This design comes from an exercise in tuning for small area on the open sky130 flow, not from production work. The RTL was checked by simulation tests, not by an equivalence proof against the original design. No run shown here takes its clock network from TritonCTS; it comes from the design's own scripts or RTL. The clock input has no modelled driver; a real chip could not lean on it and would need a root buffer or a full tree. Power is estimated from default activity; no workload was simulated.

### flow/design.v
`timescale 1ns/1ps
module baud_rate_generator (
    input  wire clk_50MHz,
    input  wire reset_n,       
    input  wire phase_reset,
    output wire tick
);
    reg [4:0] counter;
    assign tick = counter[4] & counter[3] & counter[1];
    always @(posedge clk_50MHz) begin
        if (!reset_n || phase_reset || tick) counter <= 5'd0;
        else                                  counter <= counter + 5'd1;
    end
endmodule
`timescale 1ns/1ps
module uart_receiver (
    input  wire       clk_50MHz,
    input  wire       reset_n,
    input  wire       rx,
    input  wire       sample_tick,
    output wire       data_ready,
    output wire [7:0] data_out,
    output reg        phase_reset
);
    reg rx_sync0, rx_sync1, rx_prev;
    always @(posedge clk_50MHz) begin
        if (!reset_n) begin
            rx_sync0 <= 1'b1;
            rx_sync1 <= 1'b1;
            rx_prev  <= 1'b1;
        end else begin
            rx_sync0 <= rx;
            rx_sync1 <= rx_sync0;
            rx_prev  <= rx_sync1;
        end
    end
    reg [1:0] state;
    reg [3:0] tick_cnt;
    reg [8:0] sr;
    wire start_edge = (state == 2'd0) & rx_prev & ~rx_sync1;
    wire t7   = sample_tick & (tick_cnt == 4'd7);
    wire t15  = sample_tick & (tick_cnt == 4'd15);
    wire conf = state[0] & t7 & ~rx_sync1;
    assign data_ready = state[1] & sr[0] & t15;
    assign data_out   = sr[8:1];
    always @(posedge clk_50MHz) begin
        if (!reset_n) begin
            state       <= 2'd0;
            phase_reset <= 1'b0;
        end else begin
            phase_reset <= start_edge;
            if (start_edge)               state <= 2'd1;
            else if (state[0] & t7)       state <= rx_sync1 ? 2'd0 : 2'd2;
            else if (data_ready)          state <= 2'd0;
        end
    end
    always @(posedge clk_50MHz) begin
        if (state == 2'd0 || conf) tick_cnt <= 4'd0;
        else if (sample_tick)      tick_cnt <= tick_cnt + 4'd1;
    end
    always @(posedge clk_50MHz) begin
        if (conf)                         sr <= 9'h100;
        else if (state[1] & ~sr[0] & t15) sr <= {rx_sync1, sr[8:1]};
    end
endmodule
`timescale 1ns/1ps
module uart_transmitter (
    input  wire       clk_50MHz,
    input  wire       reset_n,
    input  wire       sample_tick,
    input  wire       tx_start,
    input  wire [7:0] data_in,
    output reg        tx,
    output wire       tx_busy,
    output reg        tx_done_tick
);
    reg       active;
    reg [3:0] tick_cnt;
    reg [9:0] frame;
    wire bit_end = active & sample_tick & (tick_cnt == 4'd15);
    wire last    = (frame[9:1] == 9'd0);
    assign tx_busy = active | tx_done_tick;
    always @(posedge clk_50MHz or negedge reset_n) begin
        if (!reset_n) begin
            active       <= 1'b0;
            tx           <= 1'b1;
            tx_done_tick <= 1'b0;
        end else begin
            tx           <= ~active | frame[0];
            tx_done_tick <= bit_end & last;
            if (!active)             active <= tx_start;
            else if (bit_end & last) active <= 1'b0;
        end
    end
    always @(posedge clk_50MHz) begin
        if (!active)          tick_cnt <= 4'd0;
        else if (sample_tick) tick_cnt <= tick_cnt + 4'd1;
    end
    always @(posedge clk_50MHz) begin
        if (!active & tx_start) frame <= {1'b1, data_in, 1'b0};
        else if (bit_end)       frame <= {1'b0, frame[9:1]};
    end
endmodule
`timescale 1ns/1ps
module nmea_parser (
    input  wire        clk,
    input  wire        rst_n,
    input  wire [7:0]  rx_data,
    input  wire        rx_valid,
    output wire [7:0]  lat_deg,
    output wire [12:0] lat_min,
    output wire [7:0]  lon_deg,
    output wire [12:0] lon_min,
    output wire        valid_fix
);
    localparam [3:0] READ_LAT = 4'd9, READ_LON = 4'd11, SKIP_EW = 4'd12, DONE = 4'd13;
    reg [3:0] st;
    reg [7:0] expect_ch;
    always @* begin
        case (st)
            4'd0:    expect_ch = 8'h24;   
            4'd1:    expect_ch = 8'h47;   
            4'd2:    expect_ch = 8'h50;   
            4'd3:    expect_ch = 8'h52;   
            4'd4:    expect_ch = 8'h4D;   
            4'd5:    expect_ch = 8'h43;   
            default: expect_ch = 8'h2C;   
        endcase
    end
    wire is_comma = (rx_data == 8'h2C);
    always @(posedge clk) begin
        if (!rst_n || st >= DONE)                   st <= 4'd0;
        else if (rx_valid && rx_data == expect_ch)  st <= st + 4'd1;
    end
    wire rd = (st == READ_LAT) | (st == READ_LON);
    wire ew = (st == SKIP_EW);
    reg [2:0]   j;       
    reg [3:0]   sl;      
    reg [103:0] ring;
    always @(posedge clk) begin
        j <= j + 3'd1;
        if (j == 3'd7) sl <= (sl == 4'd12) ? 4'd0 : sl + 4'd1;
    end
    reg [7:0] cnt;
    reg       pend;
    wire [3:0] slot_of = cnt[3:0] - {2'b00, cnt[3], cnt[2] & (~cnt[3] | cnt[1])};
    wire       used    = cnt[3] ? ~(cnt[2] & ~cnt[1] & cnt[0]) : ~(cnt[2] & ~(cnt[1] ^ cnt[0]));
    wire chr = rx_valid & ~is_comma;
    wire req = rst_n & rd & chr & (cnt[7:4] == 4'd0) & (cnt[3] == st[1]) & used;
    wire [3:0] k   = cnt[3:0];
    wire [3:0] tgt = ew ? k : slot_of;
    wire       hit = (sl == tgt) & (j == 3'd0);
    wire       ins = pend & hit;
    wire       act   = cnt[4];
    wire       h     = cnt[5];
    wire [1:0] grp   = (k <= 4'd1) ? 2'd0 : (k <= 4'd5) ? 2'd1 : (k <= 4'd8) ? 2'd2 : 2'd3;
    wire       is8   = ~grp[0];
    wire       first = (k == 4'd0) | (k == 4'd2) | (k == 4'd6) | (k == 4'd9);
    wire       start = ew & ~act & hit;
    wire       run   = act | start;
    wire       fin   = run & (is8 ? (j == 3'd7) : (h & j == 3'd4));
    always @(posedge clk) begin
        if (req)      pend <= 1'b1;
        else if (ins) pend <= 1'b0;
    end
    always @(posedge clk) begin
        if (pend) begin
            if (ins) cnt <= rd ? cnt + 8'd1 : 8'd0;
        end else if (ew) begin
            cnt[3:0] <= fin ? k + 4'd1 : k;
            cnt[4]   <= run & ~fin;
            cnt[5]   <= run & ~is8 & ~fin & (h | j == 3'd7);
        end else if (!rd || (rx_valid && is_comma)) begin
            cnt <= (st == 4'd10) ? 8'd8 : 8'd0;
        end else if (chr && !req) begin
            cnt <= cnt + 8'd1;
        end
    end
    always @(posedge clk) begin
        ring <= {ring[0], ring[103:1]};
        if (ins) begin
            ring[103] <= rx_data[0];
            ring[6:0] <= rx_data[7:1];
        end
    end
    reg [7:0]  t_ld, t_od;
    reg [12:0] t_lm, t_om;
    reg        d1, d2, d3, c1, c2;
    wire [3:0] p = {h, j};    
    reg kx;
    always @* begin
        case (grp)
            2'd0: kx = (p == 4'd3) | (p == 4'd4);                                   
            2'd2: kx = (p == 4'd2) | (p == 4'd3) | (p == 4'd5);                     
            default: kx = (p == 4'd1) | (p == 4'd2) | (p == 4'd3) | (p == 4'd5) |
                          (p == 4'd7) | (p == 4'd8);                                
        endcase
    end
    wire g1 = (p != 4'd0);
    wire g3 = (p >= 4'd3);
    wire xa = first ? kx : (~d1 & g1);
    wire xb = ~first & ~d3 & g3;
    wire xc = ring[0] & ~h;
    wire s1 = xa ^ xb ^ xc;
    wire k1 = (xa & xb) | (xa & xc) | (xb & xc);
    wire y1 = c1 & g1;
    wire y2 = c2 & g1;
    wire nb = s1 ^ y1 ^ y2;
    wire k2 = (s1 & y1) | (s1 & y2) | (y1 & y2);
    reg xo;
    always @* begin
        case (grp)
            2'd0: xo = t_ld[0];
            2'd1: xo = t_lm[0];
            2'd2: xo = t_od[0];
            default: xo = t_om[0];
        endcase
    end
    always @(posedge clk) begin
        d1 <= xo;
        d2 <= d1;
        d3 <= d2;
        c1 <= k1;
        c2 <= k2;
    end
    always @(posedge clk) begin
        if (run && grp == 2'd0) t_ld <= {~nb, t_ld[7:1]};
        if (run && grp == 2'd1) t_lm <= {~nb, t_lm[12:1]};
        if (run && grp == 2'd2) t_od <= {~nb, t_od[7:1]};
        if (run && grp == 2'd3) t_om <= {~nb, t_om[12:1]};
    end
    reg [7:0]  o_ld, o_od;
    reg [12:0] o_lm, o_om;
    always @(posedge clk) begin
        if (st == DONE) begin
            o_ld <= t_ld;
            o_lm <= t_lm;
            o_od <= t_od;
            o_om <= t_om;
        end
    end
    reg no_fix;    
    always @(posedge clk or negedge rst_n) begin
        if (!rst_n)           no_fix <= 1'b1;
        else if (st == DONE)  no_fix <= 1'b0;
    end
    assign valid_fix = ~no_fix;
    assign lat_deg = ~(o_ld | {8{no_fix}});
    assign lat_min = ~(o_lm | {13{no_fix}});
    assign lon_deg = ~(o_od | {8{no_fix}});
    assign lon_min = ~(o_om | {13{no_fix}});
endmodule
`timescale 1ns/1ps
module uart_top (
    input  wire        clk_50MHz,
    input  wire        reset,     
    input  wire        rx,
    output wire        tx,
    output wire [7:0]  lat_deg,
    output wire [12:0] lat_min,
    output wire [7:0]  lon_deg,
    output wire [12:0] lon_min,
    output wire        valid_fix
);
    wire       tick, phase_reset, rx_done_tick;
    wire [7:0] rx_data_out;
    wire       tx_busy, tx_done_tick;
    reg  [7:0] pending_buffer;
    reg        pending_flag;
    reg        tx_start_d;
    baud_rate_generator BAUD_GEN (
        .clk_50MHz(clk_50MHz), .reset_n(reset), .phase_reset(phase_reset), .tick(tick));
    uart_receiver UART_RX (
        .clk_50MHz(clk_50MHz), .reset_n(reset), .rx(rx), .sample_tick(tick),
        .data_ready(rx_done_tick), .data_out(rx_data_out), .phase_reset(phase_reset));
    always @(posedge clk_50MHz or negedge reset) begin
        if (!reset) begin
            pending_flag <= 1'b0;
            tx_start_d   <= 1'b0;
        end else begin
            tx_start_d <= (rx_done_tick & ~tx_busy) | (tx_done_tick & pending_flag);
            if (rx_done_tick & tx_busy) pending_flag <= 1'b1;
            else if (tx_done_tick)      pending_flag <= 1'b0;
        end
    end
    always @(posedge clk_50MHz)
        if (rx_done_tick) pending_buffer <= rx_data_out;
    uart_transmitter UART_TX (
        .clk_50MHz(clk_50MHz), .reset_n(reset), .sample_tick(tick), .tx_start(tx_start_d),
        .data_in(pending_buffer), .tx(tx), .tx_busy(tx_busy), .tx_done_tick(tx_done_tick));
    nmea_parser PARSER (
        .clk(clk_50MHz), .rst_n(reset), .rx_data(rx_data_out), .rx_valid(rx_done_tick),
        .lat_deg(lat_deg), .lat_min(lat_min), .lon_deg(lon_deg), .lon_min(lon_min),
        .valid_fix(valid_fix));
endmodule
### flow/flow/run.sh
#!/bin/bash
# Standard layout (bash standard.sh) with two changes, passed to ORFS as
# environment variables:
#  - ports are buffered with buf_1 instead of the default clkdlybuf4s50_1;
#  - the clock tree is built by flow/manual_cts.tcl (one root clkbuf_8
#    feeding one clkbuf_16 per k-means cluster of flip-flops) instead of
#    TritonCTS; the rest of the CTS step (legalisation, timing repair) is the
#    standard one.
#  - after the placement resizing step, flow/recover.tcl downsizes cells
#    where timing allows (repair_timing -recover_power) and re-runs
#    repair_design.
# The full output of the flow is in standard.log.
export BUFFER_PORTS_ARGS="-inputs -outputs -buffer_cell sky130_fd_sc_hd__buf_1"
export PRE_CTS_TCL="$(pwd)/flow/manual_cts.tcl"
export POST_RESIZE_TCL="$(pwd)/flow/recover.tcl"
bash standard.sh > standard.log 2>&1
### flow/flow/manual_cts.tcl
# Replaces TritonCTS with a two-level clock tree: the clock port drives one
# root buffer, which drives one leaf buffer per cluster of flip-flops
# (k-means on the placed flip-flop positions). Sourced as PRE_CTS_TCL: it
# redefines clock_tree_synthesis, which cts.tcl calls next.
proc clock_tree_synthesis { args } {
  set nclu   12
  set leafm  sky130_fd_sc_hd__clkbuf_16
  set rootm  sky130_fd_sc_hd__clkbuf_8
  set db     [ord::get_db]
  set block  [ord::get_db_block]
  set clknet [$block findNet clk_50MHz]
  set sinks  {}
  foreach it [$clknet getITerms] {
    set bb [[$it getInst] getBBox]
    lappend sinks [list $it [expr {([$bb xMin] + [$bb xMax]) / 2.0}] [expr {([$bb yMin] + [$bb yMax]) / 2.0}]]
  }
  set n [llength $sinks]
  puts "manual CTS: $n sinks, $nclu clusters, leaf $leafm, root $rootm"
  # k-means, seeded along a space-filling order of the sinks
  set sorted [lsort -real -index 1 $sinks]
  set cx {}; set cy {}
  for {set c 0} {$c < $nclu} {incr c} {
    set s [lindex $sorted [expr {int(($c + 0.5) * $n / $nclu)}]]
    lappend cx [lindex $s 1]; lappend cy [lindex $s 2]
  }
  for {set iter 0} {$iter < 30} {incr iter} {
    set sx [lrepeat $nclu 0.0]; set sy [lrepeat $nclu 0.0]; set cnt [lrepeat $nclu 0]
    set assign {}
    foreach s $sinks {
      set best 0; set bd 1e30
      for {set c 0} {$c < $nclu} {incr c} {
        set dx [expr {[lindex $s 1] - [lindex $cx $c]}]
        set dy [expr {[lindex $s 2] - [lindex $cy $c]}]
        set d [expr {abs($dx) + abs($dy)}]
        if {$d < $bd} { set bd $d; set best $c }
      }
      lappend assign $best
      lset sx $best [expr {[lindex $sx $best] + [lindex $s 1]}]
      lset sy $best [expr {[lindex $sy $best] + [lindex $s 2]}]
      lset cnt $best [expr {[lindex $cnt $best] + 1}]
    }
    for {set c 0} {$c < $nclu} {incr c} {
      if {[lindex $cnt $c] > 0} {
        lset cx $c [expr {[lindex $sx $c] / [lindex $cnt $c]}]
        lset cy $c [expr {[lindex $sy $c] / [lindex $cnt $c]}]
      }
    }
  }
  puts "manual CTS: cluster sizes $cnt"
  set leafmaster [$db findMaster $leafm]
  set rootmaster [$db findMaster $rootm]
  # root buffer at the centre of the clusters
  set rx 0.0; set ry 0.0; set used 0
  for {set c 0} {$c < $nclu} {incr c} {
    if {[lindex $cnt $c] > 0} { set rx [expr {$rx + [lindex $cx $c]}]; set ry [expr {$ry + [lindex $cy $c]}]; incr used }
  }
  set rx [expr {int($rx / $used)}]; set ry [expr {int($ry / $used)}]
  set root [odb::dbInst_create $block $rootmaster "mcts_root"]
  $root setLocation $rx $ry
  $root setPlacementStatus PLACED
  set rootnet [odb::dbNet_create $block "mcts_root_net"]
  $rootnet setSigType CLOCK
  [$root findITerm A] connect $clknet
  [$root findITerm X] connect $rootnet
  set leaves {}
  for {set c 0} {$c < $nclu} {incr c} {
    if {[lindex $cnt $c] == 0} { lappend leaves {}; continue }
    set leaf [odb::dbInst_create $block $leafmaster "mcts_leaf_$c"]
    $leaf setLocation [expr {int([lindex $cx $c])}] [expr {int([lindex $cy $c])}]
    $leaf setPlacementStatus PLACED
    set lnet [odb::dbNet_create $block "mcts_leaf_net_$c"]
    $lnet setSigType CLOCK
    [$leaf findITerm A] connect $rootnet
    [$leaf findITerm X] connect $lnet
    lappend leaves $lnet
  }
  set i 0
  foreach s $sinks {
    set it [lindex $s 0]
    set c [lindex $assign $i]
    $it disconnect
    $it connect [lindex $leaves $c]
    incr i
  }
  set_propagated_clock [all_clocks]
  puts "manual CTS: done"
}
### flow/flow/recover.tcl
# Downsize cells where timing allows (the clock period leaves ample slack),
# then fix any slew or capacitance violation this causes.
estimate_parasitics -placement
repair_timing -recover_power 100
repair_design
### flow/standard.sh
#!/bin/bash
# synth_recipe.tcl (not shown) runs the flow's synth.tcl, then flattens the netlist and writes it again
# the make line also repeats each setting of config.mk as NAME=value (left out here)
make -C /OpenROAD-flow-scripts/flow DESIGN_CONFIG=/design/flow/config.mk WORK_HOME=/design/flow/orfs CLKGATE_MAP_FILE= SYNTH_SCRIPT=/design/flow/synth_recipe.tcl "${@:-finish}"
### flow/config.mk
export PLATFORM = sky130hd
export DESIGN_NAME = uart_top
export DESIGN_NICKNAME = uart_top
export VERILOG_FILES = /design/flow/design.v
export SDC_FILE = /design/flow/constraint.sdc
export NUM_CORES = 4
export LEC_CHECK = 0
export ABC_AREA = 1
export CAP_MARGIN = 20
export CORE_MARGIN = 2
export CORE_UTILIZATION = 80
export SLEW_MARGIN = 20
### flow/constraint.sdc
create_clock -name core_clock -period 20.0 [get_ports {clk_50MHz}]
set_input_delay 4.0000 -clock core_clock [delete_from_list [all_inputs] [get_ports {clk_50MHz}]]
set_output_delay 4.0000 -clock core_clock [all_outputs]
set_load 0.01 [all_outputs]
==> results of run 1 <==
through the flow:
stage                     area [sq um]  total power, mW  instances  setup WS, ns  hold slack (ns)
after detailed placement          9270            0.576        930         14.10            0.312
after floorplan                   9000            0.575        753         14.89            0.310
final                             9590            0.834        943         14.01            0.328
after global routing              9590            0.844        943         13.91            0.333
after global placement            9300            0.576        929         14.49            0.314
after CTS                         9580            0.828        943         13.50            0.331
report_power, final:
part / leakage [nW] / total, mW / switching (mW) / internal, mW
logic: 1.32 / 0.00345 / 0.00244 / 0.00101
clock network: 0.155 / 0.269 / 0.159 / 0.110
registers: 2.27 / 0.561 / 0.00115 / 0.560
total: 3.74 / 0.834 / 0.163 / 0.671
layer usage:
| metal | global-route usage [%] | part of all wire [%] |
|---|---|---|
| met5 | 0 | 0 |
| met2 | 62.0 | 45 |
| met3 | 10.1 | 14 |
| met4 | 20.4 | 8.1 |
| met1 | 50.1 | 33 |
final timing paths:
check,from,endpoint,slack [ns],depth (start not counted)
setup / recovery,PARSER.no_fix,lat_deg[5],14.01,2
hold / removal,PARSER.ring[36],PARSER.ring[35],0.33,0
setup reg to reg,PARSER.cnt[3],PARSER.t_om[11],15.87,12
hold reg to reg,PARSER.ring[36],PARSER.ring[35],0.33,0
max in group asynchronous,reset,pending_flag,16.07,1
min in group asynchronous,reset,UART_TX.tx_done_tick,3.49,1
synthesized netlist by cell type (3+ instances only):
cell type	n
o21ai_0	35
clkbuf_1	7
a21oi_1	29
nor2_1	89
xor2_1	10
dfrtp_1	4
ha_1	23
xnor2_1	3
inv_2	4
inv_1	79
fa_1	3
nand3_1	31
edfxtp_1	112
nor3_1	11
o21ai_2	9
buf_6	3
and2_1	3
or2_2	6
nand2_1	98
dfxtp_1	147
nor2_2	4
nand4_1	14
sequential cells by signal, summed over array words and instances (netlist names), 9 cells and up:
signal and cells:
PARSER.o_lm 13, PARSER.o_om 13, PARSER.ring 104, PARSER.t_lm 13
PARSER.t_om 13, UART_RX.sr 9, UART_TX.frame 10
final cells by class:
cell class | count | area, sq um | area share, %
flip-flops and latches | 265 | 6460 | 67.4
multi-input cells | 393 | 2110 | 22.1
inverters | 84 | 318 | 3.32
plain buffers | 13 | 314 | 3.28
repair buffers | 48 | 205 | 2.14
well taps | 140 | 175 | 1.83
cell families (layout without fill, tap and decap cells):
family | after synthesis | in the layout | share of synthesized area (%)
AO/OA/AOI/OAI | 87 | 87 | 5.57
XOR/XNOR | 13 | 13 | 1.26
adder cells (fa/ha/maj) | 26 | 26 | 3.86
buffers and inverters | 95 | 145 | 4.25
flip-flops | 265 | 265 | 71.7
AND/OR/NAND/NOR | 267 | 267 | 13.3
==> metrics.md, run 1 <==
| Metric | Value |
|---|---|
| Most common cell after layout, fill and taps aside | `dfxtp_1` |
| Final HPWL DP | `12.9 mm` |
| Top cell type's share of synthesized area | `37.3%` |
| Power Density | `87.0 nW/um^2` |
| Crit path launch type | `flop` |
| Vias in the first global route | `6086` |
| First-pass GRT wire length | `34.6 mm` |
| Worst Setup End Kind | `output port` |
| Synth area leader | `edfxtp_1` |
| Synth Area per Inst | `12.0 sq um` |
| Num ports | `47` |
| Buf/Inv on CP | `1` |
| Top cells by area, synth | `edfxtp_1 37%, dfxtp_1 33%, nand2_1 4.1%` |
| Slowest CP cell | `dfstp_2` |
| Most frequent cells in the layout | `147 x dfxtp_1, 112 x edfxtp_1, 98 x nand2_1` |
| Max incr delay on CP | `1.07 ns` |
| GR Overflow Total | `0` |
| Fmax | `167 MHz` |
| DR vias/cell | `6.69` |
| Initial antenna violation count | `0` |
| Net count after synthesis | `782` |
| Critical path's top delay family | `flip-flops` |
| WL final | `23.1 mm` |
| Final ANT Viol Nets | `0` |
| # rows | `38` |
| Most used DFF post-synth | `dfxtp_1` |
| Initial Util | `82.7%` |
| Max VDD drop | `0.109 mV` |
| EDFF count, synth | `112` |
| Worst skew pair latency | `0.55 ns` |
| Clock Pin Slew Worst Setup and Hold Paths | `0.11 ns` |
| Hold buffers post-CTS | `0` |
| Cells after Synth | `753` |
| Max FO, Critical Path | `44` |
| Crit-path cells | `nor2_1 > buf_1` |
| WP data arrival | `1.99 ns` |
| Setup TNS | `0 ns` |
| Max Cap Viol | `0` |
| Port Buffers | `46` |
| GRT Resource Usage Total | `39.1%` |
| Crit path time final | `5.99 ns` |
| Final hold vios | `0` |
| Share of layout cells above drive strength 1 | `4.48%` |
| Crit path required time | `16.00 ns` |
| Largest net degree at the start of global routing | `45` |
| Fillers | `384` |
| Die Ht | `110 microns` |
| Final clock skew | `0.0324 ns` |
| Fin. max-slew vios | `0` |
| # DRC | `0` |
| P_leak | `3.74 nW` |
| WL/cell | `24.5 microns` |
| Area growth from synthesis to layout | `6.45%` |
| Yosys cell types | `45` |
| Warnings, synthesis | `5` |
| Worst-margin pin slew | `1.11 ns` |
| Post-synth ARST share | `2.26%` |
| Die area | `12100 sq um` |
| Worst min path class | `reg -> reg` |
| Mapped cell area | `9000 sq um` |
| DIE WIDTH | `110 microns` |
| Status | `finished clean` |
| PostCTS Resize Cnt | `0` |
| Final net count | `834` |
| Gpl congestion | `0.885` |
| Total core area | `10900 sq um` |
| Period utilisation layout | `30.0%` |
| Worst relative slew slack | `25.5%` |
| Register bit total from synthesis | `265` |
| Register area share after synthesis | `71.7%` |
| Final setup violation count | `0` |
| Via Count | `6308` |
| Ant. Diodes | `0` |
| RSZ-0062 raised after global routing | `no` |
| Drt pass-1 iters | `8` |
| Initial DRC count | `1236` |
| Final core utilization | `88.0%` |
| Postcts setup bufs | `0` |
| WS Path Type | `reg -> out` |
==> inputs of run 2 (changes only) <==
--- a/flow/design.v
+++ b/flow/design.v
@@ -139,5 +139,14 @@
     reg [103:0] ring;
-    always @(posedge clk) begin
-        j <= j + 3'd1;
-        if (j == 3'd7) sl <= (sl == 4'd12) ? 4'd0 : sl + 4'd1;
+    reg ring_init;
+    always @(posedge clk) begin
+        if (!rst_n) ring_init <= 1'b1;
+    end
+    always @(posedge clk) begin
+        if (!rst_n && !(ring_init === 1'b1)) begin
+            j  <= 3'd0;
+            sl <= 4'd0;
+        end else begin
+            j <= j + 3'd1;
+            if (j == 3'd7) sl <= (sl == 4'd12) ? 4'd0 : sl + 4'd1;
+        end
     end
--- a/flow/flow/run.sh
+++ b/flow/flow/run.sh
@@ -1,3 +1,3 @@
 #!/bin/bash
-# Standard layout (bash standard.sh) with two changes, passed to ORFS as
+# Standard layout (bash standard.sh) with three changes, passed to ORFS as
 # environment variables:
@@ -7,3 +7,3 @@
 #    TritonCTS; the rest of the CTS step (legalisation, timing repair) is the
-#    standard one.
+#    standard one;
 #  - after the placement resizing step, flow/recover.tcl downsizes cells
==> run 2 against run 1 <==
- via count decreased by 7.8%
- sequential share of layout area decreased by 0.21 points
- global-route usage decreased by 6.6 points
- synthesized cell count increased by 1.5%
- setup slack got worse by 0.052 ns
- flip-flop and latch count unchanged
- final area increased by 0.31%
- critical path type unchanged
- largest power group unchanged
- highest routed layer unchanged
==> metrics.md, run 2 <==
| Metric | Value |
|---|---|
| Post-synthesis compound-gate area fraction | `5.84% (+0.27 points)` |
| GRT Resource Usage Total | `32.5% (-6.6 points)` |
| Gpl congestion | `0.855 (-3.3%)` |
| Crit path launch type | `flop` |
| Setup TNS | `0 ns (unchanged)` |
| Synth area leader | `edfxtp_1` |
| Hold buffers post-CTS | `0 (unchanged)` |
| Max VDD drop | `0.0830 mV (-24%)` |
| Register bit total from synthesis | `265 (unchanged)` |
| Period utilisation layout | `30.2% (+0.26 points)` |
| Reg2reg start | `PARSER.cnt[1]` |
| Mapped cell area | `9010 sq um (+0.11%)` |
| Clock Pin Slew Worst Setup and Hold Paths | `0.11 ns (about the same)` |
| Synth Area in Simple Gates | `13.5% (+0.15 points)` |
| Via Count | `5818 (-7.8%)` |
| Initial antenna violation count | `0 (unchanged)` |
| P_leak | `3.77 nW (+0.65%)` |
| Most common cell after layout, fill and taps aside | `dfxtp_1` |
| Warnings, synthesis | `5 (unchanged)` |
| WP data arrival | `2.04 ns (+0.05 ns)` |
| Vias in the first global route | `5590 (-8.1%)` |
| First-pass GRT wire length | `29.9 mm (-14%)` |
| Setup crit start | `PARSER.no_fix` |
| R2R Setup Slk | `16.08 ns (+0.21 ns)` |
| Final HPWL DP | `12.3 mm (-5.1%)` |
| Largest family of logic cells by synthesized area | `simple AND/OR/NAND/NOR gates` |
| Fmax | `165 MHz (-0.86%)` |
| DIE WIDTH | `110 microns (about the same)` |
| Fin. max-slew vios | `0 (unchanged)` |
| Crit path time final | `6.04 ns (+0.0523 ns)` |
| Worst skew pair latency | `0.55 ns (about the same)` |
| Most used DFF post-synth | `dfxtp_1` |
| # rows | `38 (unchanged)` |
| Final ANT Viol Nets | `0 (unchanged)` |
| Most numerous cell in the Yosys netlist | `dfxtp_1` |
| Initial Util | `82.4% (-0.27 points)` |
| Worst-margin pin slew | `0.918 ns (-0.196 ns)` |
| Status | `finished clean` |
| Net count after synthesis | `793 (+1.4%)` |
| PostCTS Resize Cnt | `0 (unchanged)` |
| Synth Area in Adders | `3.86% (-0.0043 points)` |
| Num ports | `47 (unchanged)` |
| Power Density | `85.7 nW/um^2 (-1.4%)` |
| WS Path Type | `reg -> out` |
| Top cells by area, synth | `edfxtp_1 37%, dfxtp_1 33%, nand2_1 4.3%` |
| # DRC | `0 (unchanged)` |
| WL/cell | `19.9 microns (-19%)` |
| Initial DRC count | `867 (-30%)` |
| GR Overflow Total | `0 (unchanged)` |
| Max Cap Viol | `0 (unchanged)` |
| WL final | `19.0 mm (-18%)` |
| Worst Setup End Kind | `output port` |
| Largest net degree at the start of global routing | `45 (unchanged)` |
| Final net count | `846 (+1.4%)` |
| EDFF count, synth | `112 (unchanged)` |
| Final WS setup | `13.96 ns (-0.0523 ns)` |
| RSZ-0062 raised after global routing | `no` |
| Final clock skew | `0.0492 ns (+0.0168 ns)` |
| Die area | `12100 sq um (+0.11%)` |
| Min-delay src | `PARSER.ring[8]` |
| Post-synth top cells | `147 x dfxtp_1, 112 x edfxtp_1, 103 x nand2_1` |
| Max reg flops | `104 (unchanged)` |
| Pre-CTS WS | `14.11 ns (+0.0115 ns)` |
| Cells after Synth | `764 (+1.5%)` |
| Final hold vios | `0 (unchanged)` |
| Final setup violation count | `0 (unchanged)` |
| Die Ht | `110 microns (about the same)` |
| Post-synth ARST share | `2.26% (unchanged)` |
| DR vias/cell | `6.09 (-8.9%)` |
| Port Buffers | `46 (unchanged)` |
| Ant. Diodes | `0 (unchanged)` |
| Worst relative slew slack | `38.6% (+13 points)` |
| Largest reg by FF count | `PARSER.ring` |
| Area growth from synthesis to layout | `6.66%` |
| Top cell type's share of synthesized area | `37.3% (-0.041 points)` |
| Max FO, Critical Path | `44 (unchanged)` |
| Register area share after synthesis | `71.6% (-0.080 points)` |
| Drt pass-1 iters | `8 (unchanged)` |
| Postcts setup bufs | `0 (unchanged)` |
| Mux share of post-synthesis cell area | `0% (unchanged)` |
| Post-synthesis xor/xnor area fraction | `0.972% (-0.29 points)` |
| Synth Area per Inst | `11.8 sq um (-1.3%)` |
| Total core area | `10900 sq um (+0.44%)` |
| Crit path required time | `16.00 ns (about the same)` |
| Share of layout cells above drive strength 1 | `4.91% (+0.42 points)` |
| Yosys cell types | `40 (-11%)` |
| Worst min path class | `reg -> reg` |
| Fillers | `457 (+19%)` |
| Most frequent cells in the layout | `147 x dfxtp_1, 112 x edfxtp_1, 103 x nand2_1` |
run 2: where the power goes:
group          total, mW  switching [mW]  leakage, nW  internal [mW]
logic            0.00308         0.00221         1.32       0.000869
registers          0.560        0.000782         2.29          0.559
clock network      0.261           0.151        0.155          0.110
total              0.824           0.154         3.77          0.670
run 2: cells by family (layout without fill, tap and decap cells):
family	after synthesis	in the layout
XOR/XNOR	10	10
buffers and inverters	98	149
adder cells (fa/ha/maj)	26	26
flip-flops	265	265
AND/OR/NAND/NOR	274	274
AO/OA/AOI/OAI	91	91
run 2: path summary, 6_finish.rpt:
path,end,depth (start not counted)
max,lon_min[8],2
min,PARSER.ring[7],0
min in group asynchronous,UART_TX.active,1
max reg2reg,PARSER.t_om[0],12
min reg2reg,PARSER.ring[7],0
max in group asynchronous,UART_TX.tx,1
run 2: critical path, stage by stage (launching register included):
cell and delay, ns:
dfstp_2 1.07, nor2_1 0.19, buf_1 0.22
run 2: cell type report:
type	instances	area, sq um	share of cell area, %
Timing Repair Buffer	48	208	2.16
Multi-Input combinational cell	401	2130	22.1
Sequential cell	265	6460	67.2
Buffer	13	314	3.27
Tap cell	140	175	1.82
Inverter	88	330	3.44
run 2: per-layer routing:
| metal | up-vias | share of wire, % | wire length [microns] | GRT usage, % |
|---|---|---|---|---|
| met1 | 2743 | 38 | 7160 | 41.5 |
| met4 | 0 | 4.9 | 930 | 12.5 |
| met2 | 370 | 51 | 9650 | 57.0 |
| li1 | 2613 | - | - | - |
| met5 | - | 0 | 0 | 0 |
| met3 | 92 | 6.9 | 1310 | 4.17 |
run 2: metrics by stage:
step | cells | utilization [%] | hold WS (ns) | instance area, sq um | power, mW
floorplan | 764 | - | 0.310 | 9010 | 0.574
global placement | 940 | 85.2 | 0.310 | 9320 | 0.575
detailed placement | 941 | 84.9 | 0.312 | 9290 | 0.575
CTS | 954 | 87.8 | 0.297 | 9600 | 0.824
global route | 955 | 87.9 | 0.301 | 9620 | 0.839
finish | 955 | 87.9 | 0.289 | 9620 | 0.824
==> inputs of run 3 (changes only) <==
--- a/flow/flow/run.sh
+++ b/flow/flow/run.sh
@@ -1,4 +1,8 @@
 #!/bin/bash
-# Standard layout (bash standard.sh) with three changes, passed to ORFS as
-# environment variables:
+# Standard layout (bash standard.sh) with four changes:
+#  - synthesis maps with ABC's area mapper: ORFS's scripts are copied to
+#    orfs_scripts/ with flow/abc_area.script (strash; dch -f; amap) in place
+#    of ORFS's abc_area.script (which maps for delay and then buffers and
+#    resizes); everything else in synthesis is the standard one, so the
+#    registers are the same;
 #  - ports are buffered with buf_1 instead of the default clkdlybuf4s50_1;
@@ -12,2 +16,6 @@
 # The full output of the flow is in standard.log.
+set -e
+rm -rf orfs_scripts
+cp -r "$FLOW_HOME/scripts" orfs_scripts
+cp flow/abc_area.script orfs_scripts/abc_area.script
 export BUFFER_PORTS_ARGS="-inputs -outputs -buffer_cell sky130_fd_sc_hd__buf_1"
@@ -15,2 +23,2 @@
 export POST_RESIZE_TCL="$(pwd)/flow/recover.tcl"
-bash standard.sh > standard.log 2>&1
+bash standard.sh SCRIPTS_DIR="$(pwd)/orfs_scripts" finish > standard.log 2>&1
==> flow/flow/abc_area.script (new file) <==
strash
dch -f
amap
topo
stime -c
==> run 3 against run 2 <==
- still clean
- total power rose by 0.67%
- hold slack improved by 0.038 ns
- area after synthesis fell by 4.8%
- flip-flop and latch count did not move
- global-route usage rose by 6.7 points
- first-iteration DRC count rose by 32%
- via count rose by 2.0%
- final area fell by 3.3%
- register-to-register slack got worse by 1.9 ns
==> metrics.md, run 3 <==
| Metric | Value |
|---|---|
| Slowest CP cell | `clkbuf_1` |
| Period utilisation layout | `31.3% (+1.1 points)` |
| Hold buffers post-CTS | `0 (unchanged)` |
| Worst relative slew slack | `28.1% (-10 points)` |
| Die Ht | `108 microns (-2.3%)` |
| Buf/Inv on CP | `2 (+1)` |
| Gpl congestion | `0.867 (+1.4%)` |
| GRT Resource Usage Total | `39.2% (+6.7 points)` |
| Via Count | `5933 (+2.0%)` |
| First-pass GRT wire length | `33.8 mm (+13%)` |
| P_leak | `3.05 nW (-19%)` |
| Ant. Diodes | `0 (unchanged)` |
| WS Path Type | `in -> reg` |
| Yosys cell types | `38 (-5.0%)` |
| Clock Pin Slew Worst Setup and Hold Paths | `0.09 ns (-0.02 ns)` |
| Sequential share of power | `67.5% (-0.4 points)` |
| Setup TNS | `0 ns (unchanged)` |
| Finished Cell Area | `9300 sq um (-3.3%)` |
| DR vias/cell | `7.01 (+15%)` |
| Top cell type's share of synthesized area | `39.2% (+1.9 points)` |
| Critical path's top delay family | `simple AND/OR/NAND/NOR gates` |
| Crit path required time | `20.21 ns (+4.21 ns)` |
| WL/cell | `26.4 microns (+33%)` |
| Register area share after synthesis | `75.3% (+3.6 points)` |
| Worst min path class | `reg -> reg` |
| DIE WIDTH | `108 microns (-2.3%)` |
| Top cells by area, synth | `edfxtp_1 39%, dfxtp_1 34%, nor2_1 5.0%` |
| Synth Area per Inst | `13.2 sq um (+12%)` |
| Final HPWL DP | `11.8 mm (-3.9%)` |
| Postcts setup bufs | `0 (unchanged)` |
| GR Overflow Total | `0 (unchanged)` |
| Cells after Synth | `648 (-15%)` |
| Most frequent cells in the layout | `147 x dfxtp_1, 113 x nor2_1, 112 x edfxtp_1` |
| EDFF count, synth | `112 (unchanged)` |
| Fin. max-slew vios | `0 (unchanged)` |
| Clock Power Share | `32.2% (+0.5 points)` |
| # rows | `37 (-2.6%)` |
| Drt pass-1 iters | `8 (unchanged)` |
| Final net count | `741 (-12%)` |
| Max Cap Viol | `0 (unchanged)` |
| Synth area leader | `edfxtp_1` |
| Largest net degree at the start of global routing | `44 (-2.2%)` |
| Final hold vios | `0 (unchanged)` |
| Crit-path cells | `clkbuf_1 > clkinv_1 > or3_1 > nor4_1 > o21ai_0 > nor2_1 > nor2_1 > o21ai_0 > a21oi_1` |
| # DRC | `0 (unchanged)` |
| Final setup violation count | `0 (unchanged)` |
| Initial Util | `82.8% (+0.32 points)` |
| PostCTS Resize Cnt | `0 (unchanged)` |
| Initial DRC count | `1144 (+32%)` |
| Total core area | `10400 sq um (-5.2%)` |
| Die area | `11600 sq um (-4.6%)` |
| Max VDD drop | `0.0945 mV (+14%)` |
| Worst Setup End Kind | `flop` |
| Switching Fraction | `19.3% (+0.53 points)` |
| Initial antenna violation count | `0 (unchanged)` |
| Share of layout cells above drive strength 1 | `2.96% (-2.0 points)` |
| Power share of the combinational group | `0.3% (about the same)` |
| Final ANT Viol Nets | `0 (unchanged)` |
| Crit path launch type | `input port` |
| Final clock skew | `0.0292 ns (-0.0199 ns)` |
| Max reg flops | `104 (unchanged)` |
| Fmax | `160 MHz (-3.4%)` |
| Vias in the first global route | `5952 (+6.5%)` |
| Mapped cell area | `8580 sq um (-4.8%)` |
| Crit path time final | `6.26 ns (+0.213 ns)` |
| Worst-margin pin slew | `1.07 ns (+0.157 ns)` |
| Max FO, Critical Path | `10 (-77%)` |
| Most used DFF post-synth | `dfxtp_1` |
| Num ports | `47 (unchanged)` |
| Power Density | `89.3 nW/um^2 (+4.1%)` |
| Hold Slack | `0.327 ns (+0.0382 ns)` |
| Post-synth top cells | `147 x dfxtp_1, 115 x nor2_1, 112 x edfxtp_1` |
| WL final | `22.4 mm (+17%)` |
| Warnings, synthesis | `5 (unchanged)` |
| Area growth from synthesis to layout | `8.32%` |
| Most common cell after layout, fill and taps aside | `dfxtp_1` |
| Worst skew pair latency | `0.54 ns (about the same)` |
| Status | `finished clean` |
| Cell area after placement | `8970 sq um (-3.4%)` |
| Max incr delay on CP | `0.48 ns (-0.59 ns)` |
| Largest reg by FF count | `PARSER.ring` |
| Register bit total from synthesis | `265 (unchanged)` |
| Net count after synthesis | `677 (-15%)` |
| NetSw | `0.160 mW (+3.5%)` |
| Post-synth ARST share | `2.26% (unchanged)` |
| Port Buffers | `46 (unchanged)` |
| Internal | `0.670 mW (about the same)` |
| WP data arrival | `6.47 ns (+4.43 ns)` |
| Most numerous cell in the Yosys netlist | `dfxtp_1` |
| RSZ-0062 raised after global routing | `no` |
==> run 3: metrics by stage <==
| step | cells | setup WS [ns] | total power, mW | util [%] |
|---|---|---|---|---|
| global route | 846 | 13.70 | 0.840 | 89.6 |
| finish | 846 | 13.74 | 0.830 | 89.6 |
| floorplan | 648 | 14.58 | 0.574 | - |
| CTS | 846 | 13.49 | 0.824 | 89.6 |
| global placement | 831 | 13.80 | 0.575 | 86.3 |
| detailed placement | 833 | 13.64 | 0.575 | 86.5 |
==> run 3: power by group through the flow <==
| stage | Combinational (mW) | Sequential [mW] | Clock, mW |
|---|---|---|---|
| 2_1_floorplan | 0.00151 | 0.572 | 0 |
| 3_3_place_gp | 0.00226 | 0.572 | 0 |
| 3_5_place_dp | 0.00251 | 0.572 | 0 |
| 4_1_cts | 0.00282 | 0.560 | 0.262 |
| 5_1_grt | 0.00307 | 0.560 | 0.277 |
| 6_report | 0.00287 | 0.560 | 0.267 |
==> run 3: final timing paths <==
check	start	end	slack [ns]	cells past startpoint
setup / recovery	reset	PARSER.cnt[2]	13.74	9
hold / removal	PARSER.ring[93]	PARSER.ring[92]	0.33	0
setup reg to reg	PARSER.cnt[2]	PARSER.cnt[2]	14.17	13
hold reg to reg	PARSER.ring[93]	PARSER.ring[92]	0.33	0
max in group asynchronous	reset	UART_TX.active	16.11	1
min in group asynchronous	reset	tx_start_d	3.48	1
==> run 3: layout make-up <==
cell class	count	area [sq um]
tap	136	170
timing repair buffer	49	210
sequential	265	6460
inverter	60	225
buffer	13	314
multi-input combinational	323	1920
fill	347	1070
==> run 3: cell families (layout without fill, tap and decap cells) <==
family                     Yosys count  count (layout)  share of synthesized area (%)
adders and majority gates           26              26                           4.05
buffers and inverters               60             122                           2.62
AOI/OAI and AO/OA                  107             107                           8.54
DFF                                265             265                           75.3
and+or+nand+nor                    190             190                           9.52
==> run 3: per-layer routing <==
metal | vias to the layer above | track usage, % | wire length [microns]
met3 | 195 | 7.63 | 2380
li1 | 2393 | - | -
met1 | 2754 | 48.0 | 7450
met2 | 591 | 65.2 | 10800
met4 | 0 | 23.2 | 1710
met5 | - | 0 | 0
==> inputs of run 4 (changes only) <==
--- a/flow/flow/run.sh
+++ b/flow/flow/run.sh
@@ -2,7 +2,8 @@
 # Standard layout (bash standard.sh) with four changes:
-#  - synthesis maps with ABC's area mapper: ORFS's scripts are copied to
-#    orfs_scripts/ with flow/abc_area.script (strash; dch -f; amap) in place
-#    of ORFS's abc_area.script (which maps for delay and then buffers and
-#    resizes); everything else in synthesis is the standard one, so the
-#    registers are the same;
+#  - synthesis maps all logic with ABC's area mapper: ORFS's scripts are
+#    copied to orfs_scripts/ with flow/abc_area.script (strash; dch; amap,
+#    twice) in place of ORFS's abc_area.script (which maps for delay and then
+#    buffers and resizes), and ADDER_MAP_FILE is left empty so that adders
+#    are not mapped to half/full-adder cells before ABC; everything else in
+#    synthesis is the standard one, so the registers are the same;
 #  - ports are buffered with buf_1 instead of the default clkdlybuf4s50_1;
@@ -23,2 +24,2 @@
 export POST_RESIZE_TCL="$(pwd)/flow/recover.tcl"
-bash standard.sh SCRIPTS_DIR="$(pwd)/orfs_scripts" finish > standard.log 2>&1
+bash standard.sh SCRIPTS_DIR="$(pwd)/orfs_scripts" ADDER_MAP_FILE= finish > standard.log 2>&1
==> flow/flow/abc_area.script (replaced) <==
strash
dch
amap
strash
dch
amap
topo
stime -c
==> run 4 against run 3 <==
- via count is 9.6% lower
- sequential power is essentially flat
- global-route usage is 5.0 points lower
- sequential share of layout area up 2.9 points
- setup slack improved by 0.21 ns
- total power down 0.95%
- hold slack got worse by 0.0040 ns
- flip-flop and latch count unchanged
- wire length shrank 17%
- cell count fell by 2.4%
- final area down 3.9%
- largest cell class unchanged
- highest routed layer unchanged
==> metrics.md, run 4 <==
| Metric | Value |
|---|---|
| Status | `finished clean` |
| Final core utilization | `88.1% (-1.6 points)` |
| Final setup violation count | `0 (unchanged)` |
| Top cell type's share of synthesized area | `40.8% (+1.6 points)` |
| GR Overflow Total | `0 (unchanged)` |
| PostCTS Resize Cnt | `0 (unchanged)` |
| Register area share after synthesis | `78.4% (+3.2 points)` |
| Crit-path cells | `clkbuf_1 > o2111ai_1 > a2111oi_0 > nor2_1 > o31ai_1 > a211oi_1` |
| WP data arrival | `6.27 ns (-0.20 ns)` |
| Final ANT Viol Nets | `0 (unchanged)` |
| Hold buffers post-CTS | `0 (unchanged)` |
| Worst-margin pin slew | `0.904 ns (-0.170 ns)` |
| Switching Fraction | `18.5% (-0.73 points)` |
| Reg2reg start | `PARSER.st[3]` |
| Worst relative slew slack | `38.2% (+10 points)` |
| Most common cell after layout, fill and taps aside | `dfxtp_1` |
| GRT Resource Usage Total | `34.3% (-5.0 points)` |
| RSZ-0062 raised after global routing | `no` |
| Total core area | `10100 sq um (-2.2%)` |
| Reg-to-reg endpoint | `PARSER.cnt[2]` |
| R2R Setup Slk | `15.07 ns (+0.90 ns)` |
| Drt pass-1 iters | `7 (-1)` |
| Sequential share of power | `68.1% (+0.6 points)` |
| Worst Setup End Kind | `flop` |
| EDFF count, synth | `112 (unchanged)` |
| Min-delay src | `PARSER.ring[98]` |
| Internal | `0.670 mW (about the same)` |
| WS Path Type | `in -> reg` |
| First-pass GRT wire length | `29.5 mm (-13%)` |
| Setup crit start | `reset` |
| Final WS setup | `13.96 ns (+0.212 ns)` |
| DR vias/cell | `6.49 (-7.5%)` |
| NetSw | `0.152 mW (-4.7%)` |
| Clock Power Share | `31.6% (-0.6 points)` |
| Max reg flops | `104 (unchanged)` |
| Initial antenna violation count | `0 (unchanged)` |
| Final net count | `695 (-6.2%)` |
| Area growth from synthesis to layout | `8.42% (about the same)` |
| Slowest CP cell | `a2111oi_0` |
| Share of layout cells above drive strength 1 | `2.75% (-0.20 points)` |
| WL/cell | `22.4 microns (-15%)` |
| Clock Pin Slew Worst Setup and Hold Paths | `0.09 ns (about the same)` |
| Period utilisation layout | `30.2% (-1.1 points)` |
| Pre-CTS WS | `13.65 ns (+0.00490 ns)` |
| Worst min path class | `reg -> reg` |
| Max incr delay on CP | `0.75 ns (+0.27 ns)` |
| Gpl congestion | `0.921 (+6.1%)` |
| Register bit total from synthesis | `265 (unchanged)` |
| Hold Slack | `0.323 ns (-0.00395 ns)` |
| DIE WIDTH | `105 microns (-2.0%)` |
| Largest reg by FF count | `PARSER.ring` |
| Final hold vios | `0 (unchanged)` |
| Most frequent cells in the layout | `147 x dfxtp_1, 115 x nor2_1, 112 x edfxtp_1` |
| Port Buffers | `46 (unchanged)` |
| Most numerous cell in the Yosys netlist | `dfxtp_1` |
| Setup TNS | `0 ns (unchanged)` |
| Cells after Synth | `628 (-3.1%)` |
| Finished Cell Area | `8930 sq um (-3.9%)` |
| Post-synth ARST share | `2.26% (unchanged)` |
| Crit path time final | `6.04 ns (-0.212 ns)` |
| Warnings, synthesis | `5 (unchanged)` |
| Cell area after placement | `8610 sq um (-4.0%)` |
| Post-synth top cells | `147 x dfxtp_1, 116 x nor2_1, 112 x edfxtp_1` |
| Worst hold stages | `0 (unchanged)` |
| Initial Util | `81.2% (-1.5 points)` |
| # DRC | `0 (unchanged)` |
| Crit path required time | `20.22 ns (about the same)` |
| Max Cap Viol | `0 (unchanged)` |
| # rows | `37 (unchanged)` |
| Net count after synthesis | `631 (-6.8%)` |
| Vias in the first global route | `5502 (-7.6%)` |
| Fillers | `379 (+9.2%)` |
| Die Ht | `105 microns (-2.0%)` |
| Synth area leader | `edfxtp_1` |
| Max VDD drop | `0.0902 mV (-4.6%)` |
| Power Density | `92.1 nW/um^2 (+3.1%)` |
| R2R depth | `13 (unchanged)` |
| Power share of the combinational group | `0.3% (about the same)` |
| P_leak | `3.12 nW (+2.5%)` |
| Postcts setup bufs | `0 (unchanged)` |
| Crit path launch type | `input port` |
| Die area | `11100 sq um (-3.9%)` |
| Largest net degree at the start of global routing | `44 (unchanged)` |
| Final clock skew | `0.0305 ns (+0.00130 ns)` |
| Worst skew pair latency | `0.53 ns (about the same)` |
| Most used DFF post-synth | `dfxtp_1` |
| Via Count | `5361 (-9.6%)` |
| Fmax | `165 MHz (+3.5%)` |
| Hold Path End | `PARSER.ring[97]` |
| Synth Area per Inst | `13.1 sq um (-0.97%)` |
| Final HPWL DP | `11.1 mm (-6.3%)` |
| Ant. Diodes | `0 (unchanged)` |
| Mapped cell area | `8240 sq um (-4.0%)` |
| Num ports | `47 (unchanged)` |
| Top cells by area, synth | `edfxtp_1 41%, dfxtp_1 36%, nor2_1 5.3%` |
| Fin. max-slew vios | `0 (unchanged)` |
| Yosys cell types | `37 (-2.6%)` |
| Max FO, Critical Path | `11 (+1)` |
| WL final | `18.5 mm (-17%)` |
| Initial DRC count | `741 (-35%)` |
## run 4: cell count changes in the layout (fill, tap and decap cells not counted), sizes merged, moves of 3 or more
cell,previous run,this run
a211oi,12,5
a21oi,24,13
a31oi,0,3
and2,0,4
clkinv,60,56
fa,3,0
ha,23,0
nand2,27,32
nor2b,7,3
nor3,13,23
nor4,3,6
o21ai,19,30
## run 4: kinds of logic (layout without fill, tap and decap cells)
| kind of cell | count (synthesis) | count (layout) | synth area share [%] |
|---|---|---|---|
| buf+inv | 56 | 118 | 2.55 |
| compound gates | 101 | 101 | 8.29 |
| flops | 265 | 265 | 78.4 |
| simple gates | 206 | 206 | 10.7 |
## run 4: power groups by stage
| stage | Sequential [mW] | Clock [mW] | Combinational (mW) |
|---|---|---|---|
| detailed placement | 0.572 | 0 | 0.00254 |
| global route | 0.560 | 0.274 | 0.00304 |
| floorplan | 0.572 | 0 | 0.00147 |
| global placement | 0.572 | 0 | 0.00221 |
| finish | 0.560 | 0.259 | 0.00276 |
| CTS | 0.560 | 0.257 | 0.00265 |
## run 4: metrics by stage
step | std cells | power, mW
after global routing | 826 | 0.837
after detailed placement | 813 | 0.575
after CTS | 826 | 0.820
final | 826 | 0.822
after floorplan | 628 | 0.574
after global placement | 812 | 0.574
## run 4: routing by layer
layer	vias up	global-route usage (%)	wire (microns)
met5	-	0	0
met4	0	11.1	880
met3	110	4.08	1560
met2	399	61.6	9490
met1	2529	43.7	6550
li1	2323	-	-
## run 4: how the worst max path moves through the flow
| stage | end | slack, ns | cells after the start |
|---|---|---|---|
| detailed placement | PARSER.cnt[2] | 13.65 | 6 |
| global route | PARSER.cnt[0] | 13.87 | 6 |
| finish | PARSER.cnt[2] | 13.96 | 6 |
| floorplan | PARSER.cnt[0] | 14.63 | 5 |
| global placement | PARSER.cnt[0] | 13.91 | 6 |
| CTS | valid_fix | 13.46 | 2 |
## run 4: layout make-up
cell class / count / area [sq um] / share of cell area, %
flip-flops and latches: 265 / 6460 / 72.3
multi-input cells: 307 / 1580 / 17.6
plain buffers: 13 / 314 / 3.52
inverters: 56 / 210 / 2.35
repair buffers: 49 / 201 / 2.26
well taps: 136 / 170 / 1.91
## run 4: critical path: cells and delay by family
kind                   cells  cell delay (ns)
AND/OR/NAND/NOR            1             0.09
AO/OA/AOI/OAI              4             1.70
buffers and inverters      1             0.47
==> inputs of run 5 (changes only) <==
--- a/flow/flow/run.sh
+++ b/flow/flow/run.sh
@@ -3,4 +3,4 @@
 #  - synthesis maps all logic with ABC's area mapper: ORFS's scripts are
-#    copied to orfs_scripts/ with flow/abc_area.script (strash; dch; amap,
-#    twice) in place of ORFS's abc_area.script (which maps for delay and then
+#    copied to orfs_scripts/ with flow/abc_area.script (&deepsyn for 40 s,
+#    then dch; amap) in place of ORFS's abc_area.script (which maps for delay and then
 #    buffers and resizes), and ADDER_MAP_FILE is left empty so that adders
==> flow/flow/abc_area.script (replaced) <==
strash
&get -n
&deepsyn -T 40 -S 1
&put
dch
amap
topo
stime -c
==> run 5 against run 4 <==
- sequential share of layout area grew 0.95 points
- clock skew barely moved
- area after synthesis fell by 1.3%
- wire length up 13%
- maximum frequency is 0.15% higher
- first-iteration DRC count rose by 27%
- hold slack lost 0.023 ns
- die area shrank 1.2%
- final area shrank 1.3%
- sequential power is essentially flat
==> metrics.md, run 5 <==
| Metric | Value |
|---|---|
| Status | `finished clean` |
| Clock Pin Slew Worst Setup and Hold Paths | `0.10 ns (about the same)` |
| Share of layout cells above drive strength 1 | `3.08% (+0.33 points)` |
| Most numerous cell in the Yosys netlist | `dfxtp_1` |
| Final setup violation count | `0 (unchanged)` |
| DIE WIDTH | `105 microns (-0.61%)` |
| Final net count | `686 (-1.3%)` |
| GRT Resource Usage Total | `37.9% (+3.6 points)` |
| Yosys cell types | `36 (-2.7%)` |
| Fin. max-slew vios | `0 (unchanged)` |
| Postcts setup bufs | `0 (unchanged)` |
| # DRC | `0 (unchanged)` |
| Setup TNS | `0 ns (unchanged)` |
| Via Count | `5552 (+3.6%)` |
| EDFF count, synth | `112 (unchanged)` |
| Power Density | `94.0 nW/um^2 (+2.2%)` |
| Area growth from synthesis to layout | `8.37% (about the same)` |
| Net count after synthesis | `623 (-1.3%)` |
| Max reg flops | `104 (unchanged)` |
| Warnings, synthesis | `5 (unchanged)` |
| Crit path time final | `6.03 ns (-0.00910 ns)` |
| Power Total | `0.829 mW (+0.82%)` |
| Fmax | `166 MHz (+0.15%)` |
| Worst-margin pin slew | `1.12 ns (+0.216 ns)` |
| Largest net degree at the start of global routing | `44 (unchanged)` |
| Final clock skew | `0.0308 ns (+0.000275 ns)` |
| WP data arrival | `2.03 ns (-4.24 ns)` |
| PostCTS Resize Cnt | `0 (unchanged)` |
| Most common cell after layout, fill and taps aside | `dfxtp_1` |
| WL final | `20.9 mm (+13%)` |
| Max Cap Viol | `0 (unchanged)` |
| Port Buffers | `46 (unchanged)` |
| Setup crit end | `valid_fix` |
| Reg2reg start | `PARSER.st[1]` |
| # rows | `36 (-2.7%)` |
| Register bit total from synthesis | `265 (unchanged)` |
| Final WS setup | `13.97 ns (+0.00910 ns)` |
| Largest reg by FF count | `PARSER.ring` |
| DR vias/cell | `6.82 (+5.1%)` |
| Worst min path class | `reg -> reg` |
| Reg-to-reg endpoint | `PARSER.cnt[0]` |
| Max VDD drop | `0.0915 mV (+1.5%)` |
| First-pass GRT wire length | `31.5 mm (+6.6%)` |
| Most frequent cells in the layout | `147 x dfxtp_1, 121 x nor2_1, 112 x edfxtp_1` |
| Initial DRC count | `944 (+27%)` |
| Max FO, Critical Path | `43 (+32)` |
| Crit path launch type | `flop` |
| P_leak | `2.88 nW (-7.7%)` |
| Final ANT Viol Nets | `0 (unchanged)` |
| Synth area leader | `edfxtp_1` |
| Crit path required time | `16.00 ns (-4.22 ns)` |
| Final core utilization | `89.8% (+1.7 points)` |
| Top cells by area, synth | `edfxtp_1 41%, dfxtp_1 36%, nor2_1 5.7%` |
| Die area | `11000 sq um (-1.2%)` |
| Fillers | `350 (-7.7%)` |
| RSZ-0062 raised after global routing | `no` |
| Worst Setup End Kind | `output port` |
| Register area share after synthesis | `79.4% (+1.0 points)` |
| Top cell type's share of synthesized area | `41.4% (+0.52 points)` |
| Worst skew pair latency | `0.53 ns (about the same)` |
| Num ports | `47 (unchanged)` |
| Mapped cell area | `8130 sq um (-1.3%)` |
| Cell Count, Final, Fillers Out | `814 (-1.5%)` |
| WL/cell | `25.7 microns (+15%)` |
| Cells after Synth | `620 (-1.3%)` |
| Post-synth top cells | `147 x dfxtp_1, 123 x nor2_1, 112 x edfxtp_1` |
| Worst relative slew slack | `24.8% (-13 points)` |
| Setup crit start | `PARSER.no_fix` |
| Hold buffers post-CTS | `0 (unchanged)` |
| Final hold vios | `0 (unchanged)` |
| R2R Setup Slk | `15.40 ns (+0.33 ns)` |
| Pre-CTS WS | `13.69 ns (+0.0401 ns)` |
| Die Ht | `105 microns (-0.61%)` |
| Placed cell count | `801 (-1.5%)` |
| Period utilisation layout | `30.2% (-0.045 points)` |
| Drt pass-1 iters | `8 (+1)` |
| Most used DFF post-synth | `dfxtp_1` |
| Total core area | `9820 sq um (-3.1%)` |
| Final HPWL DP | `10.4 mm (-5.9%)` |
| Synth Area per Inst | `13.1 sq um (about the same)` |
| Post-synth ARST share | `2.26% (unchanged)` |
| Initial antenna violation count | `0 (unchanged)` |
| R2R depth | `12 (-1)` |
| Gpl congestion | `0.855 (-7.2%)` |
| GR Overflow Total | `0 (unchanged)` |
| Vias in the first global route | `5532 (+0.55%)` |
| Ant. Diodes | `0 (unchanged)` |
| Initial Util | `82.8% (+1.6 points)` |
| WS Path Type | `reg -> out` |
-- run 5: stage by stage --
step	cell area, sq um	hold WS [ns]
floorplan	8130	0.310
global placement	8490	0.311
detailed placement	8490	0.312
CTS	8810	0.303
global route	8810	0.311
finish	8810	0.300
-- run 5: logic make-up (layout without fill, tap and decap cells) --
group | after synthesis | after routing | synth area share (%)
buf+inv | 54 | 115 | 2.49
simple gates | 212 | 212 | 11.1
compound gates | 89 | 89 | 7.02
flops | 265 | 265 | 79.4
-- run 5: worst min path at each step --
stage | slack (ns) | from | depth (start not counted) | endpoint
global route | 0.31 | PARSER.ring[37] | 0 | PARSER.ring[36]
detailed placement | 0.31 | PARSER.ring[14] | 0 | PARSER.ring[13]
floorplan | 0.31 | PARSER.d2 | 0 | PARSER.d3
global placement | 0.31 | PARSER.ring[28] | 0 | PARSER.ring[27]
CTS | 0.30 | PARSER.ring[37] | 0 | PARSER.ring[36]
finish | 0.30 | PARSER.ring[37] | 0 | PARSER.ring[36]
-- run 5: cell type report --
type / instances / area, sq um / area share, %
Sequential cell: 265 / 6460 / 73.3
Buffer: 13 / 314 / 3.56
Inverter: 54 / 203 / 2.30
Tap cell: 133 / 166 / 1.89
Timing Repair Buffer: 48 / 185 / 2.10
Multi-Input combinational cell: 301 / 1490 / 16.9
-- run 5: metal layers --
| layer | vias to the layer above | share of wire [%] | GRT usage (%) |
|---|---|---|---|
| met5 | - | 0 | 0 |
| met4 | 0 | 7.5 | 18.4 |
| met3 | 185 | 12 | 6.92 |
| met2 | 574 | 49 | 65.3 |
| met1 | 2532 | 32 | 46.6 |
| li1 | 2261 | - | - |
-- run 5: critical path, stage by stage (launching register included) --
cell and delay (ns):
dfstp_2 1.12, clkinv_1 0.21, buf_1 0.18
-- run 5: report_power, final --
part / internal (mW) / switching [mW] / total [mW] / leakage [nW]
Combinational: 0.000874 / 0.00200 / 0.00288 / 0.673
Sequential: 0.559 / 0.000808 / 0.560 / 2.06
Clock: 0.110 / 0.156 / 0.266 / 0.155
Total: 0.670 / 0.159 / 0.829 / 2.88

## static timing again, ports no longer ideal
Ports are ideal in the flow. The routed layouts listed here were re-timed in OpenROAD. Step 1, drivers: a clkbuf_16 drives clk_50MHz and a buf_2 each remaining input, both assumed. Step 2 adds t to the input delays and takes it off the output delays; t is the mean of the earliest and latest rising clock arrival at the registers after step 1. Input paths then give back, and output paths get back, about the clock's delay inside the block. a / b / c = no drivers / after step 1 / after step 2; a / b = the first two.
| run | t, ns | setup WS [ns] | worst hold slack (ns) | worst register clock-pin slew, ns | pins driven straight from the clock port |
|---|---|---|---|---|---|
| run 1 | 0.574 | 14.010 / 13.974 / 14.314 | 0.328 / 0.328 / 0.328 | 0.11 / 0.11 | 1 |
| run 2 | 0.561 | 13.958 / 13.918 / 14.202 | 0.289 / 0.289 / 0.289 | 0.12 / 0.12 | 1 |
| run 3 | 0.561 | 13.745 / 13.753 / 13.191 | 0.327 / 0.327 / 0.327 | 0.11 / 0.11 | 1 |
| run 4 | 0.553 | 13.957 / 13.972 / 13.419 | 0.323 / 0.323 / 0.323 | 0.10 / 0.10 | 1 |
| run 5 | 0.556 | 13.966 / 13.929 / 13.444 | 0.300 / 0.300 / 0.300 | 0.10 / 0.10 | 1 |
After both steps setup and hold are still met in every run listed. For run 3, which loses most, drivers alone change the setup slack by +0.008 ns; drivers and shift together by -0.554 ns.
